Background: an optimization exercise with open tools, aiming at small area. Do not read the settings as production practice. Function was checked by simulation only, so behaviour that the tests miss may differ from the original. Power is estimated from default activity; no workload was simulated.

==> inputs of trial 91 <==
Design alu_datapath, start of the top module:
module alu_datapath (
    input  wire        clk,
    input  wire        we,
    input  wire        mux_ctrl,
    input  wire [4:0]  rr1,
    input  wire [4:0]  rr2,
    input  wire [4:0]  wr,
    input  wire [31:0] write_data,
    input  wire [3:0]  op,
    input  wire [3:0]  shamount,
    input  wire        sign,
    output wire [31:0] result
);
==> flow/config.mk <==
export PLATFORM = sky130hd
export DESIGN_NAME = alu_datapath
export DESIGN_NICKNAME = alu_datapath
export VERILOG_FILES = /design/flow/design.v
export SDC_FILE = /design/flow/constraint.sdc
export NUM_CORES = 4
export LEC_CHECK = 0
export CAP_MARGIN = 5
export CORE_MARGIN = 2
export CORE_UTILIZATION = 40
export CTS_BUF_LIST = sky130_fd_sc_hd__clkbuf_8
export CTS_CLUSTER_SIZE = 30
export SLEW_MARGIN = 5
==> flow/constraint.sdc <==
create_clock -name core_clock -period 10.0 [get_ports {clk}]
set_input_delay 2.0000 -clock core_clock [delete_from_list [all_inputs] [get_ports {clk}]]
set_output_delay 2.0000 -clock core_clock [all_outputs]
set_load 0.01 [all_outputs]
run.sh (not shown) runs the stock make flow with config.mk's settings and CLKGATE_MAP_FILE= SYNTH_SCRIPT=/design/flow/synth_recipe.tcl, a recipe that flattens the netlist after the stock synthesis.
==> build 56: changes against trial 91 <==
==> flow/flow/run.sh (new file) <==
#!/bin/bash
# Standard layout, except that ABC maps the logic with an area-oriented
# script (flow/area.abc) instead of ORFS's speed script. Everything else,
# registers included, comes from the standard synthesis and flow.
set -euo pipefail
W=$(pwd)
cat > "$W/own_synth.tcl" <<EOT
proc own_abc_script {n1 n2 op} {
  global abc_args
  set i [lsearch -exact \$abc_args -script]
  if {\$i >= 0} { lset abc_args [expr {\$i + 1}] {$W/flow/area.abc} }
}
trace add variable ::abc_args write own_abc_script
source {$W/synth_recipe.tcl}
EOT
bash "$W/standard.sh" "SYNTH_SCRIPT=$W/own_synth.tcl" finish > "$W/flow.log" 2>&1
==> flow/flow/area.abc (new file) <==
strash
&get -n
&dch -f
&nf -R 1000
&put
==> flow/standard.sh (new file) <==
#!/bin/bash
# synth_recipe.tcl (not shown) runs the flow's synth.tcl, then flattens the netlist and writes it again
# the make line also repeats each setting of config.mk as NAME=value (left out here)
make -C /OpenROAD-flow-scripts/flow DESIGN_CONFIG=/design/flow/config.mk WORK_HOME=/design/flow/orfs CLKGATE_MAP_FILE= SYNTH_SCRIPT=/design/flow/synth_recipe.tcl "${@:-finish}"
CAP_MARGIN = 20   (was 5)
CTS_BUF_LIST = default   (was sky130_fd_sc_hd__clkbuf_8)
CTS_CLUSTER_SIZE = default   (was 30)
SLEW_MARGIN = 20   (was 5)
removed: flow/run.sh
==> build 92: changes against trial 91 <==
CAP_MARGIN = 20   (was 5)
CORE_UTILIZATION = 60   (was 40)
CTS_BUF_LIST = sky130_fd_sc_hd__clkbuf_4 sky130_fd_sc_hd__clkbuf_8   (was sky130_fd_sc_hd__clkbuf_8)
CTS_CLUSTER_SIZE = default   (was 30)
PLACE_DENSITY = 0.75   (was default)
SLEW_MARGIN = 20   (was 5)
==> results.txt <==
| quantity | build 56 | trial 91 | build 92 |
|---|---|---|---|
| Buf+Inv Stages, Crit Path | 5 | 5 | 4 |
| Critical Path End | result[29] | result[0] | result[17] |
| Portion of synthesized cell area occupied by the leading cell type | 49.43% | 44.89% | 44.89% |
| Wire length of the first global-routing pass | 80100 um | 96370 um | 94760 um |
| Met3 layer wire length in the routed design | 5382 um | 7615 um | 10650 um |
| Sequential share of power | 45.3% | 46.0% | 47.0% |
| Insertion delay to the later sink of the worst-skew pair | 0.54 ns | 0.64 ns | 0.63 ns |
| Total number of cells along the worst setup path | 23 | 17 | 17 |
| Filler Cells Inserted | 3518 | 3840 | 2062 |
| Mean area per synthesized cell | 11.27 um^2 | 11.30 um^2 | 11.30 um^2 |
| Fraction of power spent switching nets | 25.84% | 28.23% | 28.22% |
| Data arrival time of the critical path | 7.59 ns | 7.32 ns | 7.54 ns |
| Pre-CTS worst setup slack | 0.1751 ns | 0.7422 ns | 0.6230 ns |
| Number of iterations in the first detailed-routing pass | 7 | 5 | 7 |
| Number of global-route vias before repair | 12850 | 14440 | 14900 |
| Slew @ Worst Pin | 1.103 ns | 1.087 ns | 1.070 ns |
| Most common cell after layout, fill and taps aside | edfxtp_1 | a22oi_1 | a22oi_1 |
| Comb. pwr | 490 uW | 560 uW | 553 uW |
| R2R setup slack | 4.25 ns | 4.88 ns | 4.48 ns |
| Fraction of the yosys area taken by sequential cells | 56.13% | 50.96% | 50.96% |
| Nonclk inv count | 21 | 48 | 48 |
| Clock buf/inv share | 6.143% | 5.484% | 5.158% |
| Result of the run | complete, no violations | complete, no violations | complete, no violations |
| Post-synthesis cell count | 1380 | 1515 | 1515 |
| Routed met2 length | 24680 um | 28980 um | 27130 um |
| Post-layout net count | 1656 | 1696 | 1690 |
| Met3 track utilization from global routing | 4.373% | 6.125% | 14.42% |

afterwards: timing with drivers on the ports:
In the flow no input, the clock included, has a driving cell. The finished layouts below were timed again as built, in two steps.
Step 1, drivers: a clkbuf_16 drives clk and a buf_2 each remaining input, both assumed.
Step 2 times the ports against the registers' clock, not the clock port: input delays grow and output delays shrink by t, the midpoint of the rising clock arrivals with the driver on.
a / b / c = no drivers / after step 1 / after step 2; a / b = the first two.
run	t, ns	setup slack, ns	worst hold slack (ns)	clock arrival spread, ns
trial 91	0.671	0.680 / 0.658 / 0.658	0.539 / 0.539 / 0.539	0.034 / 0.034
build 56	0.585	0.406 / 0.379 / 0.379	0.546 / 0.546 / 0.546	0.024 / 0.023
build 92	0.648	0.460 / 0.433 / 0.433	0.536 / 0.536 / 0.536	0.061 / 0.060
After both steps setup and hold are still met in every run listed.
